From an optimization exercise on the open Yosys and OpenROAD flow, aimed at small area; shortcuts taken in it are not production practice.
Function was checked by simulation only, so behaviour that the tests miss may differ from the original.
The flow treats the clock pin as an ideal source, which a real chip does not have.
Power and IR drop assume default switching activity.

$ cat design/flow/design.v
module uart_apb_master(
input wire PCLK,
input wire PRESETn,
output wire o_uart_tx,
input wire i_uart_rx,
output wire PSEL,
output wire PENABLE,
output wire PWRITE,
input wire PREADY,
input wire PSLVERR,
output wire [31:0] PADDR,
output wire [31:0] PWDATA,
input wire [31:0] PRDATA
);
  reg  [8:0]  tmr;       
  reg  [3:0]  bitcnt;    
  reg  [4:0]  phase;
  reg         wflag;
  reg  [31:0] a;
  reg  [31:0] d;
  wire tick     = (tmr == 9'd434);
  wire s_tx     = phase[4] & (phase[3] | (phase[2] & phase[1]));
  wire s_sel    = phase[4] & ~phase[3] & phase[2] & ~phase[1];
  wire s_access = s_sel & phase[0];
  wire s_rx     = ~s_tx & ~s_sel;
  wire rx_wait  = s_rx & (bitcnt == 4'd0) & i_uart_rx;    
  wire b_end    = tick & (bitcnt == 4'd7);                
  wire cmd_last = s_rx & (wflag ? phase[4] : phase[3]);   
  wire tx_first = (phase[3:0] == 4'd6);
  wire rx_shift = s_rx & tick & (bitcnt[3:2] == 2'b11);
  wire rx_corr  = s_rx & tick & (bitcnt == 4'd11) & ~i_uart_rx;
  wire move     = cmd_last & ~wflag & (bitcnt == 4'd7) & (tmr[8:5] == 4'd0);
  wire capture  = s_access & PREADY & ~wflag;
  wire tx_shift = s_tx & (bitcnt == 4'd7) & (tmr[8:2] == 7'd0) & ~tx_first;
  wire shift    = rx_shift | move | capture | tx_shift;
  wire sin      = bitcnt[3] & i_uart_rx;
  wire [31:0] prd;
  genvar g;
  generate
    for (g = 0; g < 32; g = g + 1) begin : perm
      assign prd[(g & ~3) | (3 - (g & 3))] = PRDATA[g];
      assign PADDR[g]  = a[(g & ~3) | (3 - (g & 3))];
      assign PWDATA[g] = d[(g & ~3) | (3 - (g & 3))];
    end
  endgenerate
  always @(posedge PCLK) begin
    if (shift) begin
      a <= {a[30:0], d[31]};
      d <= {d[30:0], sin} | (capture ? prd : 32'd0);
    end else if (rx_corr) begin
      d[3] <= ~d[3];
      d[2] <= d[2] ^ d[3];
      d[1] <= d[1] | (d[2] & d[3]);
      d[0] <= 1'b1;
    end
  end
  always @(posedge PCLK) begin
    if (s_rx & tick & (bitcnt == 4'd15) & (phase == 5'd0))
      wflag <= i_uart_rx;
  end
  always @(posedge PCLK) begin
    if (rx_wait)
      tmr <= 9'd217;
    else if (tick | s_access)
      tmr <= 9'd0;
    else
      tmr <= tmr + 9'd1;
  end
  always @(posedge PCLK or negedge PRESETn) begin
    if (!PRESETn)
      bitcnt <= 4'd0;
    else if (s_access | b_end)
      bitcnt <= 4'd0;
    else if (tick)
      bitcnt <= bitcnt - 4'd1;
  end
  always @(posedge PCLK or negedge PRESETn) begin
    if (!PRESETn)
      phase <= 5'd0;
    else if (b_end & cmd_last)
      phase <= 5'd20;
    else if (b_end | (s_sel & (~phase[0] | PREADY)))
      phase <= phase + 5'd1;
  end
  wire [3:0] n = {d[28], d[29], d[30], d[31]};
  wire letter = n[3] & (n[2] | n[1]);
  wire [3:0] v = letter ? (n + 4'd7) : n;
  wire [7:0] hexch = {1'b0, letter, ~letter, ~letter, v};
  wire [7:0] txch = tx_first ? {5'b01110, wflag, 1'b1, wflag} :
                    (&phase[3:0]) ? 8'h24 : hexch;
  wire txbit = bitcnt[3] ? txch[~bitcnt[2:0]] : bitcnt[0];
  assign o_uart_tx = ~s_tx | txbit;
  assign PSEL      = s_sel;
  assign PENABLE   = s_access;
  assign PWRITE    = wflag;
endmodule
$ cat design/flow/flow/run.sh
#!/bin/bash
# Standard synthesis, then an area-oriented re-mapping of its combinational
# logic (registers untouched), then the standard ORFS layout with buf_1 port
# buffers and a clock tree without dummy loads.
set -euo pipefail
R=orfs/results/sky130hd/uart_apb_master/base
LIB=$FLOW_HOME/platforms/sky130hd/lib/sky130_fd_sc_hd__tt_025C_1v80.lib

bash standard.sh synth > flow_synth.log 2>&1

cp $LIB lib.lib
yosys -q -p "read_liberty -ignore_miss_func lib.lib; write_verilog -noattr models_all.v" > models.log 2>&1
awk '/^module /{buf=""; keep=1} {buf=buf $0 "\n"} /always|^ *reg /{keep=0} /^endmodule/{if(keep) printf "%s", buf}' models_all.v > comb_models.v
cp $R/1_2_yosys.v std.v
yosys -s flow/resyn.ys > resyn.log 2>&1
cp new.v $R/1_2_yosys.v
rm -f $R/1_synth.odb $R/1_synth.sdc

bash standard.sh \
  BUFFER_PORTS_ARGS="-buffer_cell sky130_fd_sc_hd__buf_1" \
  CTS_ARGS="-sink_clustering_enable -repair_clock_nets -dont_use_dummy_load" \
  PRE_GLOBAL_PLACE_TCL="$PWD/flow/downsize.tcl" \
  finish > flow_make.log 2>&1
$ cat design/flow/flow/downsize.tcl
# Swap every combinational cell to the smallest drive strength of the same function.
set n 0
foreach inst [get_cells *] {
  set m [get_property $inst ref_name]
  if {[regexp {^(sky130_fd_sc_hd__)([a-z0-9]+)_([0-9]+)$} $m -> pfx base drv]} {
    if {[regexp {^(df|edf|sdf|sedf|dl|tap|fill|decap|conb|clk)} $base]} continue
    foreach d {0 1 2} {
      if {$d >= $drv} break
      set cand [get_lib_cells -quiet ${pfx}${base}_${d}]
      if {[llength $cand]} {
        replace_cell $inst $cand
        incr n
        break
      }
    }
  }
}
puts "downsized $n cells"
$ cat design/flow/flow/resyn.abc
&get -n
&st
&syn2
&dch -f
&nf -R 1000
&put
mfs2
&get -n
&st
&dch -f
&nf -R 1000
&put
$ cat design/flow/flow/resyn.ys
# Re-map the combinational logic of the standard synthesis netlist for area.
# Registers are liberty black boxes here, so they keep their cells and names.
read_liberty -lib lib.lib
read_verilog -overwrite comb_models.v
read_verilog std.v
hierarchy -top uart_apb_master
flatten
rename -hide w:*.*
techmap
opt_expr
opt_clean -purge
abc -liberty lib.lib -dont_use *probe* -dont_use *lpflow* -script flow/resyn.abc
read_liberty -lib -overwrite lib.lib
opt_clean -purge
splitnets
opt_clean -purge
hilomap -singleton -hicell sky130_fd_sc_hd__conb_1 HI -locell sky130_fd_sc_hd__conb_1 LO
opt_clean -purge
check -assert -mapped
stat -liberty lib.lib
write_verilog -noattr -nohex -nodec new.v
$ cat design/flow/standard.sh
#!/bin/bash
# synth_recipe.tcl (not shown) runs the flow's synth.tcl, then flattens the netlist and writes it again
# the make line also repeats each setting of config.mk as NAME=value (left out here)
make -C /OpenROAD-flow-scripts/flow DESIGN_CONFIG=/design/flow/config.mk WORK_HOME=/design/flow/orfs CLKGATE_MAP_FILE= SYNTH_SCRIPT=/design/flow/synth_recipe.tcl "${@:-finish}"
$ cat design/flow/config.mk
export PLATFORM = sky130hd
export DESIGN_NAME = uart_apb_master
export DESIGN_NICKNAME = uart_apb_master
export VERILOG_FILES = /design/flow/design.v
export SDC_FILE = /design/flow/constraint.sdc
export NUM_CORES = 4
export LEC_CHECK = 0
export CAP_MARGIN = 20
export CORE_MARGIN = 2
export CORE_UTILIZATION = 40
export SLEW_MARGIN = 20
$ cat design/flow/constraint.sdc
create_clock -name core_clock -period 20.0 [get_ports {PCLK}]
set_input_delay 4.0000 -clock core_clock [delete_from_list [all_inputs] [get_ports {PCLK}]]
set_output_delay 4.0000 -clock core_clock [all_outputs]
set_load 0.01 [all_outputs]
==> results of run 1 <==
[placed cells by master (no fill, tap or decap), types with 2 or more instances in the layout]
cell type  instances
a21o_1            27
a21oi_1           19
a31oi_1            4
and3_1             5
buf_1            103
buf_4              2
clkbuf_8           9
clkinv_1           4
dfrtp_1            9
dfxtp_1            9
edfxtp_1          65
mux2i_1            2
nand2_1           21
nand2b_1           2
nand3_1            8
nand4_1            3
nor2_1            21
nor3_1             7
nor4_1             2
o21ai_0           14
o31ai_1            2
xnor2_1            4
[power breakdown]
part	internal [W]	switching, W
Sequential	0.000184	0.000000926
Combinational	0.00000258	0.00000230
Clock	0.0000403	0.0000499
Total	0.000227	0.0000531
[layout make-up]
| cell class | count | area share |
|---|---|---|
| repair buffers | 105 | 0.102 |
| well taps | 102 | 0.0325 |
| multi-input cells | 157 | 0.230 |
| flip-flops and latches | 83 | 0.600 |
| inverters | 4 | 0.00382 |
| clock buffers | 9 | 0.0315 |
[registers in the layout, indices dropped and copies added (netlist names)]
register and cells:
a 32, tmr 9, wflag 1, bitcnt 4, phase 5, d 32
[worst max-delay path, cell delays in order, from the launching register on]
cell,delay (ns)
edfxtp_1,0.45
nand2b_1,0.19
o21ai_0,0.22
nand2_1,0.08
nand2_1,0.06
o21ai_0,0.07
a32oi_1,0.22
nand3_1,0.10
o311ai_0,0.15
buf_1,0.21
[through the flow]
step	power, W	std cells
floorplan	0.000191	244
global placement	0.000194	451
detailed placement	0.000194	451
CTS	0.000284	460
global route	0.000292	460
finish	0.000280	460
[per-layer routing]
layer,part of all wire,wire length [µm]
met4,0.013,89
met1,0.47,3180
met5,0,0
met2,0.44,2950
met3,0.075,505
[how the worst max path moves through the flow]
stage / startpoint / end / slack, ns / cells after the start
2_1_floorplan: PREADY / d[0] / 12.03 / 4
3_3_place_gp: PREADY / d[2] / 13.56 / 7
3_5_place_dp: PREADY / d[2] / 13.51 / 7
4_1_cts: phase[3] / o_uart_tx / 13.87 / 7
5_1_grt: PREADY / d[1] / 13.69 / 7
6_report: d[30] / o_uart_tx / 13.90 / 9
==> results.toml, run 1 <==
[timing]
drv_slew = 0
slew_headroom = 0.514
timing.fmax_mhz = 164
post-route-min-period_ns = 6.10
worstMarginPinSlew_ns = 0.726
finalSetupViolCount = 0
fin_setup_tns_ns = 0
finalCritPeriodShare = 0.305
final.setup.worst_slack_ns = 13.90
clock_skew_ns = 0.0246
rsz0062_at_grt = "no"
finalHoldViolations = 0
holdWs_ns = 0.451

[floorplan]
die_area_um2 = 8910
num_rows = 32
die_x_um = 94.4
die_h_um = 94.4
coreArea_um2 = 7810
start_util = 0.419
ioPinCount = 105

[worst_setup_path]
critPathArrivalTime_ns = 2.10
worstSetupPathType = "reg -> out"
reg2reg_from = "phase[3]"
startpoint_type = "register"
r2r_slack_ns = 16.58
path_max_fanout = 5
end_kind = "output port"
r2r_cells = 9
worstPathRequired_ns = 16.00
timing.rr.end = "d[2]"

[clock_tree]
cts.repair.resized = 0
clockBufferDepth = 2
cts_tree = "yes"
cts-root-buf = "clkbuf_8"
cts.sinks = 83
ctsHtreeMaxLevel = 3
postCtsSetupBuffers = 0
hold_buffers = 0
clk_pin_slew_worst_paths_ns = 0.08
clock_latency_ns = 0.34
cts_buffers = 9

[grt]
met3_usage = 0.0335
busiest_layer = "met1"
grt_pass1_wl_um = 10400
met2_usage = 0.221
grt_max_degree = 36
grt_pass1_vias = 2044
grt_usage = 0.154
grt_overflow = 0
antenna_found_initial = 0
met1_usage = 0.231

[logic_synthesis]
ys_warn_count = 1
netlist_area_um2 = 3270
synth_cells = 244
synth_fp_nets = 281
postSynthAreaPerCell_um2 = 13.4

[route]
wl_per_cell_um = 14.6
first_iter_violations = 107
viasPerCell = 5.13
remaining_drc_errors = 0
dr.pass1.iters = 5
wirelength_um = 6720
vias = 2362
drtAntennaViolNets = 0

[layout]
register_area_um2 = 2360
num-fill-cells = 752
n_antenna_cell = 0
layout-drive-gt1-share = 0.0363
layout.nets = 397
multi_input_area_um2 = 903
final_core_util = 0.503
final_area_um2 = 3930
area_delta_synth_final_pct = 20.2

[placement]
placed_area_um2 = 3800
hpwl_um = 4730
dp_slack_ns = 13.51
gp_congestion = 0.800
port_buffers = 103

[status]
status = "timing/DRC/antenna clean"

[min_path]
hold-path-endpoint = "a[26]"
holdPathStages = 0
holdCritStartpoint = "a[25]"
hold_class = "reg -> reg"

[pwr]
ir_worst_vdd_mv = 0.0245
p_leak_nw = 1.40
power_density_nw_per_um2 = 71.4

[run]
maxCapViolCount = 0
==> run 2, diff against run 1 <==
--- a/design/flow/design.v
+++ b/design/flow/design.v
@@ -12,23 +12,23 @@
 output wire [31:0] PWDATA,
 input wire [31:0] PRDATA
 );
-  reg  [8:0]  tmr;       
-  reg  [3:0]  bitcnt;    
+  reg  [8:0]  tmr;
+  reg  [3:0]  bitcnt;
   reg  [4:0]  phase;
   reg         wflag;
   reg  [31:0] a;
   reg  [31:0] d;
-  wire tick     = (tmr == 9'd434);
+  wire tick     = tmr[8] & tmr[7] & tmr[5] & tmr[4] & tmr[1];   
   wire s_tx     = phase[4] & (phase[3] | (phase[2] & phase[1]));
   wire s_sel    = phase[4] & ~phase[3] & phase[2] & ~phase[1];
   wire s_access = s_sel & phase[0];
-  wire s_rx     = ~s_tx & ~s_sel;
-  wire rx_wait  = s_rx & (bitcnt == 4'd0) & i_uart_rx;    
-  wire b_end    = tick & (bitcnt == 4'd7);                
-  wire cmd_last = s_rx & (wflag ? phase[4] : phase[3]);   
-  wire tx_first = (phase[3:0] == 4'd6);
-  wire rx_shift = s_rx & tick & (bitcnt[3:2] == 2'b11);
-  wire rx_corr  = s_rx & tick & (bitcnt == 4'd11) & ~i_uart_rx;
+  wire rx_wait  = ~s_tx & (bitcnt == 4'd0) & i_uart_rx;   
+  wire b_end    = tick & (bitcnt == 4'd7);                 
+  wire cmd_last = ~s_tx & (wflag ? phase[4] : phase[3]);   
+  wire tx_first = ~phase[3] & ~phase[0];                   
+  wire tx_last  = phase[3] & phase[2] & phase[1] & phase[0];
+  wire rx_shift = ~s_tx & tick & bitcnt[3] & bitcnt[2];
+  wire rx_corr  = ~s_tx & tick & (bitcnt == 4'd11) & ~i_uart_rx;
   wire move     = cmd_last & ~wflag & (bitcnt == 4'd7) & (tmr[8:5] == 4'd0);
   wire capture  = s_access & PREADY & ~wflag;
   wire tx_shift = s_tx & (bitcnt == 4'd7) & (tmr[8:2] == 7'd0) & ~tx_first;
@@ -55,14 +55,14 @@
     end
   end
   always @(posedge PCLK) begin
-    if (s_rx & tick & (bitcnt == 4'd15) & (phase == 5'd0))
-      wflag <= i_uart_rx;
+    if (phase == 5'd0)
+      wflag <= d[3];
   end
   always @(posedge PCLK) begin
-    if (rx_wait)
-      tmr <= 9'd217;
-    else if (tick | s_access)
+    if (tick | s_access)
       tmr <= 9'd0;
+    else if (rx_wait)
+      tmr <= 9'd256;
     else
       tmr <= tmr + 9'd1;
   end
@@ -87,7 +87,7 @@
   wire [3:0] v = letter ? (n + 4'd7) : n;
   wire [7:0] hexch = {1'b0, letter, ~letter, ~letter, v};
   wire [7:0] txch = tx_first ? {5'b01110, wflag, 1'b1, wflag} :
-                    (&phase[3:0]) ? 8'h24 : hexch;
+                    tx_last  ? 8'h24 : hexch;
   wire txbit = bitcnt[3] ? txch[~bitcnt[2:0]] : bitcnt[0];
   assign o_uart_tx = ~s_tx | txbit;
   assign PSEL      = s_sel;
--- a/design/flow/flow/run.sh
+++ b/design/flow/flow/run.sh
@@ -18,6 +18,7 @@
 
 bash standard.sh \
   BUFFER_PORTS_ARGS="-buffer_cell sky130_fd_sc_hd__buf_1" \
-  CTS_ARGS="-sink_clustering_enable -repair_clock_nets -dont_use_dummy_load" \
+  CTS_ARGS="${X_CTS_ARGS:--sink_clustering_enable -repair_clock_nets -dont_use_dummy_load -buf_list sky130_fd_sc_hd__clkbuf_4}" \
   PRE_GLOBAL_PLACE_TCL="$PWD/flow/downsize.tcl" \
+  POST_CTS_TCL="$PWD/flow/post_cts.tcl" \
   finish > flow_make.log 2>&1
==> design/flow/flow/post_cts.tcl (new file) <==
# Upsize the clock tree's leaf buffers that drive more than 10 register clock
# pins from clkbuf_4 to clkbuf_8, to keep the clock-pin slew well under limit.
set block [ord::get_db_block]
set db [ord::get_db]
set clk [$block findNet PCLK]
foreach it [$clk getITerms] {
  set root [$it getInst]
  if {![string match "*clkbuf*" [[$root getMaster] getName]]} continue
  foreach rt [$root getITerms] {
    if {[[$rt getMTerm] getIoType] ne "OUTPUT"} continue
    foreach lt [[$rt getNet] getITerms] {
      set leaf [$lt getInst]
      if {$leaf eq $root || ![string match "*clkbuf*" [[$leaf getMaster] getName]]} continue
      foreach ot [$leaf getITerms] {
        if {[[$ot getMTerm] getIoType] ne "OUTPUT"} continue
        set n [expr {[llength [[$ot getNet] getITerms]] - 1}]
        if {$n > 10} {
          $leaf swapMaster [$db findMaster sky130_fd_sc_hd__clkbuf_8]
          puts "post_cts: [$leaf getName] drives $n pins, now clkbuf_8"
        }
      }
    }
  }
}
detailed_placement
estimate_parasitics -placement
==> design/flow/flow/resyn.abc (replaced) <==
&get -n
&st
&deepsyn -J 2000 -T 100
&dch -f
&nf -R 1000
&put
--- a/design/flow/config.mk
+++ b/design/flow/config.mk
@@ -7,5 +7,5 @@
 export LEC_CHECK = 0
 export CAP_MARGIN = 20
 export CORE_MARGIN = 2
-export CORE_UTILIZATION = 40
+export CORE_UTILIZATION = 75
 export SLEW_MARGIN = 20
==> results.toml, run 2 <==
[status]
status = "timing/DRC/antenna clean"

[floorplan]
start_util = 0.787
die_h_um = 69.3
ioPinCount = 105
num_rows = 23
coreArea_um2 = 4060
die_area_um2 = 4800
die_x_um = 69.3

[worst_setup_path]
startpoint_type = "register"
cp_cell_sequence = "o21ai_0 -> or2_0 -> a32oi_1 -> nor3b_1 -> a211oi_1 -> o21ai_0 -> buf_1"
worstSetupPathType = "reg -> out"
end_kind = "output port"
slowest_delay_ns = 0.49
cp_slowest_cell = "edfxtp_1"
path_delay_family = "compound AO/OA/AOI/OAI gates"
path_max_fanout = 5
critPathArrivalTime_ns = 2.41
cp_common_cell = "o21ai_0"
critical_path_buf_inv_count = 1
worstPathRequired_ns = 16.00

[layout]
final_core_util = 0.928
register_area_um2 = 2360
multi_input_area_um2 = 846
n_antenna_cell = 0
num-fill-cells = 133
mostFrequentLayoutCells = "103 x buf_1, 65 x edfxtp_1, 28 x a21o_1"
layout-drive-gt1-share = 0.0389
reg.largest.list = "a (32), d (32), tmr (9)"
layout.nets = 373
layout_commonest_cell = "buf_1"
area_delta_synth_final_pct = 17.9

[route]
vias = 2561
remaining_drc_errors = 0
dr.pass1.iters = 6
wl_per_cell_um = 22.1
drtAntennaViolNets = 0
viasPerCell = 6.67
wirelength_um = 8480
first_iter_violations = 380

[timing]
slew_headroom = 0.433
fin_setup_tns_ns = 0
drv_slew = 0
post-route-min-period_ns = 6.41
final.setup.worst_slack_ns = 13.59
rsz0062_at_grt = "no"
worstMarginPinSlew_ns = 0.849
finalCritPeriodShare = 0.321
finalSetupViolCount = 0
finalHoldViolations = 0
clock_skew_ns = 0.0331
timing.fmax_mhz = 156

[placement]
gp_congestion = 0.879
dp_slack_ns = 14.13
hpwl_um = 5840
port_buffers = 103

[grt]
grt_max_degree = 60
antenna_found_initial = 0
grt_pass1_vias = 2374
grt_pass1_wl_um = 13000
grt_usage = 0.368
grt_overflow = 0

[logic_synthesis]
ys_warn_count = 1
synth_fp_nets = 257
postSynthAreaPerCell_um2 = 14.5
netlist_area_um2 = 3190
synth_cells = 220

[pwr]
p_leak_nw = 1.10
power_density_nw_per_um2 = 71.0
ir_worst_vdd_mv = 0.0950

[clock_tree]
clock_latency_ns = 0.44
clk_pin_slew_worst_paths_ns = 0.10
cts.sinks = 83
cts_tree = "yes"

[min_path]
hold_class = "reg -> reg"

[run]
maxCapViolCount = 0
-- run 2: final timing paths --
| path | from | to | slack [ns] | cells past startpoint |
|---|---|---|---|---|
| worst max-delay path | d[29] | o_uart_tx | 13.59 | 7 |
| worst min-delay path | a[2] | a[3] | 0.44 | 0 |
| worst max register to register | phase[1] | d[1] | 16.75 | 8 |
| worst min register to register | a[2] | a[3] | 0.44 | 0 |
| max in group asynchronous | PRESETn | bitcnt[0] | 16.18 | 1 |
| min in group asynchronous | PRESETn | bitcnt[3] | 3.48 | 1 |
-- run 2: report_power, final --
group          leakage [nW]  switching (W)  internal [W]
Combinational         0.466     0.00000249    0.00000204
Clock                0.0518      0.0000489     0.0000293
Sequential            0.578    0.000000752      0.000184
Total                  1.10      0.0000521      0.000215
-- run 2: layout make-up --
cell class                 instances  share of cell area
tap                               50              0.0166
inverter                           1            0.000997
multi-input combinational        136               0.225
clock buffer                       9              0.0246
timing repair buffer             105               0.107
sequential                        83               0.626
-- run 2: layer usage --
metal	vias to the layer above	routed length [µm]	GRT usage
li1	1071	-	-
met1	1191	2850	0.449
met2	246	4310	0.619
met3	53	951	0.105
met4	0	365	0.155
met5	-	0	0
-- run 2: metrics by stage --
| stage | cells | power [W] | cell area (µm²) | hold WS, ns |
|---|---|---|---|---|
| 3_3_place_gp | 375 | 0.000192 | 3670 | 0.429 |
| 2_1_floorplan | 220 | 0.000189 | 3190 | 0.433 |
| 6_report | 384 | 0.000267 | 3760 | 0.438 |
| 3_5_place_dp | 375 | 0.000193 | 3670 | 0.437 |
| 5_1_grt | 384 | 0.000274 | 3760 | 0.453 |
==> run 3, diff against run 2 <==
--- a/design/flow/flow/run.sh
+++ b/design/flow/flow/run.sh
@@ -12,8 +12,23 @@
 yosys -q -p "read_liberty -ignore_miss_func lib.lib; write_verilog -noattr models_all.v" > models.log 2>&1
 awk '/^module /{buf=""; keep=1} {buf=buf $0 "\n"} /always|^ *reg /{keep=0} /^endmodule/{if(keep) printf "%s", buf}' models_all.v > comb_models.v
 cp $R/1_2_yosys.v std.v
-yosys -s flow/resyn.ys > resyn.log 2>&1
-cp new.v $R/1_2_yosys.v
+# four seeds of the re-mapping in parallel; keep the smallest netlist
+for S in 0 7 33 61; do
+  mkdir -p rs_$S
+  sed "s/SEED/$S/" flow/resyn.abc > rs_$S/resyn.abc
+  (cd rs_$S && yosys -s ../flow/resyn.ys > resyn.log 2>&1) &
+done
+wait
+best=""
+for S in 0 7 33 61; do
+  a=$(grep "Chip area" rs_$S/resyn.log | tail -1 | awk '{print $NF}') || true
+  echo "seed $S area ${a:-failed}" >> resyn_pick.log
+  if [[ -n "$a" && -f rs_$S/new.v ]] && { [[ -z "$best" ]] || awk -v x="$a" -v y="$ba" 'BEGIN{exit !(x<y)}'; }; then
+    best=$S; ba=$a
+  fi
+done
+echo "picked seed $best" >> resyn_pick.log
+cp rs_$best/new.v $R/1_2_yosys.v
 rm -f $R/1_synth.odb $R/1_synth.sdc
 
 bash standard.sh \
==> design/flow/flow/resyn.abc (replaced) <==
&get -n
&st
&deepsyn -T 100 -S SEED
&dch -f
&nf -R 1000
&put
==> design/flow/flow/resyn.ys (replaced) <==
# Re-map the combinational logic of the standard synthesis netlist for area.
# Registers are liberty black boxes here, so they keep their cells and names.
read_liberty -lib ../lib.lib
read_verilog -overwrite ../comb_models.v
read_verilog ../std.v
hierarchy -top uart_apb_master
flatten
rename -hide w:*.*
techmap
opt_expr
opt_clean -purge
abc -liberty ../lib.lib -dont_use *probe* -dont_use *lpflow* -script resyn.abc
read_liberty -lib -overwrite ../lib.lib
opt_clean -purge
splitnets
opt_clean -purge
hilomap -singleton -hicell sky130_fd_sc_hd__conb_1 HI -locell sky130_fd_sc_hd__conb_1 LO
opt_clean -purge
check -assert -mapped
stat -liberty ../lib.lib
write_verilog -noattr -nohex -nodec new.v
==> results.toml, run 3 <==
[status]
status = "timing/DRC/antenna clean"

[worst_setup_path]
worstSetupPathType = "reg -> out"
end_kind = "output port"
r2r_cells = 9
critPathArrivalTime_ns = 2.43
startpoint_type = "register"
worstPathRequired_ns = 16.00
path_max_fanout = 8

[route]
drtAntennaViolNets = 0
wl_per_cell_um = 22.4
remaining_drc_errors = 0
vias = 2575
wirelength_um = 8610
dr.pass1.iters = 5
viasPerCell = 6.71
first_iter_violations = 287

[layout]
mostFrequentLayoutCells = "103 x buf_1, 65 x edfxtp_1, 28 x a21o_1"
layout-drive-gt1-share = 0.0389
layout_commonest_cell = "buf_1"
final_core_util = 0.926
reg.largest.list = "a (32), d (32), tmr (9)"
area_delta_synth_final_pct = 18.0
num-fill-cells = 136
n_antenna_cell = 0
layout.nets = 373

[logic_synthesis]
ys_warn_count = 1
netlist_area_um2 = 3180
synth_fp_nets = 257
synth_cells = 220
postSynthAreaPerCell_um2 = 14.5

[pwr]
p_leak_nw = 1.07
ir_worst_vdd_mv = 0.0525
power_density_nw_per_um2 = 72.0

[timing]
finalSetupViolCount = 0
drv_slew = 0
fin_setup_tns_ns = 0
finalCritPeriodShare = 0.322
rsz0062_at_grt = "no"
timing.fmax_mhz = 155
finalHoldViolations = 0
clock_skew_ns = 0.0488
worstMarginPinSlew_ns = 0.912
slew_headroom = 0.392
post-route-min-period_ns = 6.43
holdWs_ns = 0.451

[grt]
grt_overflow = 0
grt_pass1_vias = 2428
grt_pass1_wl_um = 13200
grt_max_degree = 34
grt_usage = 0.377
antenna_found_initial = 0

[floorplan]
coreArea_um2 = 4060
num_rows = 23
start_util = 0.785
die_area_um2 = 4780
die_h_um = 69.2
die_x_um = 69.2
ioPinCount = 105

[clock_tree]
cts_tree = "yes"
cts.sinks = 83
clk_pin_slew_worst_paths_ns = 0.10
clock_latency_ns = 0.46

[run]
maxCapViolCount = 0

[placement]
hpwl_um = 5540
port_buffers = 103
gp_congestion = 0.895

[min_path]
hold_class = "reg -> reg"
holdPathStages = 0
[run 3: cell count changes in the layout (fill, tap and decap cells not counted), sizes merged, moves of 3 or more]
cell	change
a22oi	-3
a311oi	+3
o21ai	-4
nor3b	-3
clkinv	+3
[run 3: layer usage]
metal | routed length [µm] | track usage | up-vias | part of all wire
li1 | - | - | 1079 | -
met1 | 2820 | 0.441 | 1213 | 0.33
met2 | 4420 | 0.634 | 236 | 0.51
met3 | 964 | 0.123 | 47 | 0.11
met4 | 408 | 0.172 | 0 | 0.047
met5 | 0 | 0 | - | 0
[run 3: cell type report]
class,count,area (µm²),share of cell area
Sequential cell,83,2360,0.628
Clock buffer,9,92.6,0.0247
Multi-Input combinational cell,132,811,0.216
Inverter,5,18.8,0.00500
Timing Repair Buffer,105,414,0.110
Tap cell,50,62.6,0.0167
[run 3: per-stage QoR]
stage,std cells,power (W),setup WS (ns),instance area [µm²]
6_report,384,0.000270,13.57,3760
5_1_grt,384,0.000276,13.48,3760
3_5_place_dp,375,0.000192,13.69,3660
3_3_place_gp,374,0.000192,13.53,3640
2_1_floorplan,220,0.000189,12.77,3180
[run 3: critical path, cell delays in order, from the launching register on]
cell and delay [ns]:
dfrtp_1 0.49, nand4_1 0.26, clkinv_1 0.15, nor2_1 0.14
o22ai_1 0.14, a311oi_1 0.35, o21ai_0 0.16, nand3_1 0.12
buf_1 0.18
[run 3: power by group]
group	internal, W	switching (W)	leakage (nW)	total, W
clock network	0.0000293	0.0000524	0.0518	0.0000817
logic	0.00000206	0.00000222	0.444	0.00000427
registers	0.000184	0.000000586	0.570	0.000184
[run 3: path summary, 6_finish.rpt]
check / startpoint / to / slack, ns
worst min register to register: a[4] / a[5] / 0.45
min in group asynchronous: PRESETn / phase[0] / 3.49
max in group asynchronous: PRESETn / phase[3] / 16.13
worst max-delay path: phase[0] / o_uart_tx / 13.57
worst max register to register: phase[1] / d[2] / 16.35
worst min-delay path: a[4] / a[5] / 0.45
==> run 4, diff against run 3 <==
==> design/flow/flow/post_cts.tcl (replaced) <==
set block [ord::get_db_block]
set db [ord::get_db]
estimate_parasitics -placement
proc leaf_slew {net} {
  set worst 0
  foreach it [$net getITerms] {
    if {[[$it getMTerm] getIoType] ne "INPUT"} continue
    set pin [get_pins "[[$it getInst] getName]/[[$it getMTerm] getName]"]
    foreach p {slew_max_rise slew_max_fall} {
      set s [get_property $pin $p]
      if {$s > $worst} { set worst $s }
    }
  }
  return $worst
}
set clk [$block findNet PCLK]
foreach it [$clk getITerms] {
  set root [$it getInst]
  if {![string match "*clkbuf*" [[$root getMaster] getName]]} continue
  foreach rt [$root getITerms] {
    if {[[$rt getMTerm] getIoType] ne "OUTPUT"} continue
    foreach lt [[$rt getNet] getITerms] {
      set leaf [$lt getInst]
      if {$leaf eq $root || ![string match "*clkbuf*" [[$leaf getMaster] getName]]} continue
      foreach ot [$leaf getITerms] {
        if {[[$ot getMTerm] getIoType] ne "OUTPUT"} continue
        set s [leaf_slew [$ot getNet]]
        set n [expr {[llength [[$ot getNet] getITerms]] - 1}]
        if {$s > 0.095} {
          $leaf swapMaster [$db findMaster sky130_fd_sc_hd__clkbuf_8]
          puts "post_cts: [$leaf getName] drives $n pins, estimated slew $s ns, now clkbuf_8"
        } else {
          puts "post_cts: [$leaf getName] drives $n pins, estimated slew $s ns, kept"
        }
      }
    }
  }
}
detailed_placement
estimate_parasitics -placement
==> results.toml, run 4 <==
[grt]
grt_max_degree = 34
antenna_found_initial = 0
grt_pass1_wl_um = 13800
grt_pass1_vias = 2454
grt_overflow = 0
grt_usage = 0.394

[logic_synthesis]
netlist_area_um2 = 3180
synth_cells = 220
postSynthAreaPerCell_um2 = 14.5
ys_warn_count = 1
synth_fp_nets = 257

[pwr]
p_total_w = 0.000274
switchingPower_w = 0.0000548
p_sw_frac = 0.200
p_seq_frac = 0.672
power_density_nw_per_um2 = 72.8
clkPwrFrac = 0.311
pwr-share-comb = 0.016
p_leak_nw = 1.07
ir_worst_vdd_mv = 0.0541
p_int_w = 0.000220

[timing]
timing.fmax_mhz = 156
post-route-min-period_ns = 6.43
final.setup.worst_slack_ns = 13.57
clock_skew_ns = 0.0348
finalSetupViolCount = 0
worstMarginPinSlew_ns = 0.860
fin_setup_tns_ns = 0
finalCritPeriodShare = 0.322
drv_slew = 0
slew_headroom = 0.426
finalHoldViolations = 0
rsz0062_at_grt = "no"

[layout]
n_antenna_cell = 0
reg.largest.list = "a (32), d (32), tmr (9)"
layout-drive-gt1-share = 0.0389
layout.nets = 373
layout_commonest_cell = "buf_1"
mostFrequentLayoutCells = "103 x buf_1, 65 x edfxtp_1, 28 x a21o_1"
area_delta_synth_final_pct = 18.3

[worst_setup_path]
worstSetupPathType = "reg -> out"
startpoint_type = "register"
path_max_fanout = 8
r2r_slack_ns = 16.38
worstPathRequired_ns = 16.00
r2r_cells = 9
critPathArrivalTime_ns = 2.43
timing.rr.end = "d[0]"
end_kind = "output port"
reg2reg_from = "phase[1]"

[min_path]
hold-path-endpoint = "a[5]"
hold_class = "reg -> reg"
holdPathStages = 0
holdCritStartpoint = "a[4]"

[status]
status = "timing/DRC/antenna clean"

[floorplan]
num_rows = 23
die_area_um2 = 4780
ioPinCount = 105
coreArea_um2 = 4060
die_x_um = 69.2
die_h_um = 69.2
start_util = 0.785

[route]
remaining_drc_errors = 0
wirelength_um = 9100
drtAntennaViolNets = 0
viasPerCell = 6.92
dr.pass1.iters = 5
vias = 2656
wl_per_cell_um = 23.7
first_iter_violations = 370

[placement]
port_buffers = 103
dp_slack_ns = 13.69
hpwl_um = 5540
gp_congestion = 0.895

[clock_tree]
cts.sinks = 83
clk_pin_slew_worst_paths_ns = 0.10
clock_latency_ns = 0.44
cts_tree = "yes"

[run]
maxCapViolCount = 0
-- run 4: per-layer routing --
metal / wire length, µm / GRT usage / part of all wire
met1: 2920 / 0.470 / 0.32
met2: 4690 / 0.674 / 0.52
met3: 1040 / 0.0877 / 0.11
met4: 453 / 0.203 / 0.050
met5: 0 / 0 / 0
-- run 4: power by group through the flow --
stage / Sequential [W] / Clock (W) / Combinational [W]
after floorplan: 0.000188 / 0 / 0.000000961
after global placement: 0.000188 / 0 / 0.00000385
after detailed placement: 0.000188 / 0 / 0.00000411
after global routing: 0.000185 / 0.0000909 / 0.00000484
final: 0.000185 / 0.0000854 / 0.00000441
-- run 4: worst max-delay path by stage --
stage,start,cells after the start,slack (ns),end
3_5_place_dp,PREADY,7,13.69,d[0]
5_1_grt,phase[0],8,13.50,o_uart_tx
3_3_place_gp,PREADY,7,13.53,d[0]
6_report,phase[0],8,13.57,o_uart_tx
2_1_floorplan,PREADY,5,12.77,d[0]
-- run 4: critical path: stages, from the launching register on --
cell and delay (ns):
dfrtp_1 0.49, nand4_1 0.26, clkinv_1 0.16, nor2_1 0.17, o22ai_1 0.14, a311oi_1 0.29
o21ai_0 0.15, nand3_1 0.12, buf_1 0.19
-- run 4: cell type report --
cell class	count	area, µm²
timing repair buffer	105	414
fill	129	289
clock buffer	9	105
inverter	5	18.8
multi-input combinational	132	811
sequential	83	2360
tap	50	62.6
-- run 4: stage by stage --
step,hold slack (ns),instance area [µm²],std cells,util
final,0.454,3770,384,0.929
after floorplan,0.433,3180,220,-
after global placement,0.432,3640,374,0.898
after global routing,0.464,3770,384,0.929
after detailed placement,0.435,3660,375,0.903
==> run 5, diff against run 4 <==
--- a/design/flow/design.v
+++ b/design/flow/design.v
@@ -44,8 +44,11 @@
     end
   endgenerate
   always @(posedge PCLK) begin
+    if (rx_shift | move)
+      a <= {a[30:0], d[31]};
+  end
+  always @(posedge PCLK) begin
     if (shift) begin
-      a <= {a[30:0], d[31]};
       d <= {d[30:0], sin} | (capture ? prd : 32'd0);
     end else if (rx_corr) begin
       d[3] <= ~d[3];
==> results.toml, run 5 <==
[min_path]
holdCritStartpoint = "a[11]"
hold-path-endpoint = "a[12]"
hold_class = "reg -> reg"
holdPathStages = 0

[route]
remaining_drc_errors = 0
wl_per_cell_um = 21.5
wirelength_um = 8280
wl_met3_um = 885
vias = 2539
drtAntennaViolNets = 0
first_iter_violations = 406
route.met2.wl_um = 4160
dr.pass1.iters = 6
wirelength_met1_um = 2960
routed.top_layer = "met4"
viasPerCell = 6.59

[pwr]
ir_worst_vdd_mv = 0.0417
p_leak_nw = 1.27
power_density_nw_per_um2 = 72.0

[floorplan]
die_h_um = 69.2
die_area_um2 = 4790
start_util = 0.786
coreArea_um2 = 4060
die_x_um = 69.2
ioPinCount = 105
num_rows = 23

[worst_setup_path]
critPathArrivalTime_ns = 2.43
startpoint_type = "register"
worstPathRequired_ns = 16.00
cp_slowest_cell = "edfxtp_1"
r2r_slack_ns = 16.13
cp_cell_sequence = "o21ai_0 -> o21ai_0 -> a21oi_1 -> o221ai_1 -> a32oi_1 -> o311ai_0 -> buf_1"
reg2reg_from = "phase[2]"
worstSetupStartpoint = "d[30]"
r2r_cells = 9
slowest_delay_ns = 0.49
critical_path_buf_inv_count = 1
path_delay_family = "compound AO/OA/AOI/OAI gates"
timing.rr.end = "d[11]"
path_max_fanout = 7
end_kind = "output port"
worstSetupPathType = "reg -> out"
cp_common_cell = "o21ai_0"

[logic_synthesis]
synth_fp_nets = 258
ys_warn_count = 1
synth_cells = 221
postSynthAreaPerCell_um2 = 14.4
netlist_area_um2 = 3190

[timing]
fin_setup_tns_ns = 0
finalSetupViolCount = 0
clock_skew_ns = 0.0244
finalHoldViolations = 0
slew_headroom = 0.357
drv_slew = 0
post-route-min-period_ns = 6.43
holdWs_ns = 0.456
finalCritPeriodShare = 0.322
worstMarginPinSlew_ns = 0.958
timing.fmax_mhz = 155
rsz0062_at_grt = "no"

[layout]
layout.nets = 374
area_delta_synth_final_pct = 17.9
num-fill-cells = 128
layout-drive-gt1-share = 0.0388
reg.largest.list = "a (32), d (32), tmr (9)"
n_antenna_cell = 0
mostFrequentLayoutCells = "103 x buf_1, 65 x edfxtp_1, 28 x a21o_1"
stdcell_count = 385
layout_commonest_cell = "buf_1"

[clock_tree]
cts.sinks = 83
cts_tree = "yes"
clk_pin_slew_worst_paths_ns = 0.08
clock_latency_ns = 0.43

[placement]
gp_congestion = 0.917
dp.cells = 376
port_buffers = 103
hpwl_um = 5700

[grt]
antenna_found_initial = 0
grt_overflow = 0
grt_pass1_wl_um = 13000
grt_usage = 0.366
grt_max_degree = 34
grt_pass1_vias = 2431

[status]
status = "timing/DRC/antenna clean"

[run]
maxCapViolCount = 0
[run 5: worst max path at each step]
stage	to	slack, ns	cells past startpoint
final	o_uart_tx	13.57	7
after global routing	d[30]	13.41	6
after detailed placement	d[15]	12.70	6
after global placement	d[14]	13.00	6
after floorplan	d[10]	13.55	4
[run 5: stage by stage]
step | util | setup WS [ns] | total power, W | area [µm²]
final | 0.927 | 13.57 | 0.000271 | 3760
after global routing | 0.927 | 13.41 | 0.000278 | 3760
after detailed placement | 0.901 | 12.70 | 0.000193 | 3660
after global placement | 0.901 | 13.00 | 0.000192 | 3660
after floorplan | - | 13.55 | 0.000189 | 3190
[run 5: where the power goes]
part           switching, W  internal [W]   total [W]
combinational    0.00000237    0.00000215  0.00000452
sequential      0.000000752      0.000184    0.000185
clock             0.0000502     0.0000314   0.0000817
total             0.0000534      0.000217    0.000271
[run 5: routing by layer]
metal / vias up / track usage
met2: 230 / 0.577
met1: 1196 / 0.475
met5: - / 0
met4: 0 / 0.172
li1: 1082 / -
met3: 31 / 0.106
[run 5: worst register-to-register path, stage by stage (launching register included)]
cell and delay, ns:
dfrtp_1 0.46, a21oi_1 0.14, and3_1 0.23, nand2_1 0.15, clkinv_1 0.17, nand2_1 0.16, nor2_2 0.04, buf_4 0.25
a311oi_2 0.72, clkinv_1 1.00
[run 5: final cells by class]
type / count / area, µm² / area share
flip-flops and latches: 83 / 2360 / 0.627
repair buffers: 105 / 402 / 0.107
clock buffers: 9 / 98.8 / 0.0263
well taps: 50 / 62.6 / 0.0166
multi-input cells: 134 / 827 / 0.220
inverters: 4 / 15.0 / 0.00399

[re-timing with driven ports]
The flow's constraints put no driver on any port. The routed layouts listed below were extracted and timed again, unchanged, in two steps. Step 1 (the two cells are an assumption about what drives the block):
set clk [get_ports {PCLK}]
set_driving_cell -lib_cell sky130_fd_sc_hd__clkbuf_16 $clk
set_driving_cell -lib_cell sky130_fd_sc_hd__buf_2 [delete_from_list [all_inputs] $clk]
Step 2 also shifts input and output timing later by t, the mid clock arrival at the registers, as if the neighbouring blocks saw the same clock. a / b / c = no drivers / after step 1 / after step 2; a / b = the first two.
run | shift t [ns] | slack for setup (ns) | clock arrival spread, ns | pins driven straight from the clock port
run 1 | 0.359 | 13.899 / 13.871 / 13.579 | 0.025 / 0.025 | 1
run 2 | 0.448 | 13.587 / 13.560 / 14.008 | 0.033 / 0.033 | 1
run 3 | 0.463 | 13.566 / 13.540 / 13.522 | 0.049 / 0.049 | 1
run 4 | 0.450 | 13.569 / 13.542 / 13.586 | 0.035 / 0.035 | 1
run 5 | 0.446 | 13.567 / 13.540 / 13.253 | 0.024 / 0.025 | 1
After both steps every run listed still meets setup and hold. The setup slack of run 1, which loses most, moves by -0.028 ns with the drivers and by -0.320 ns with both steps.
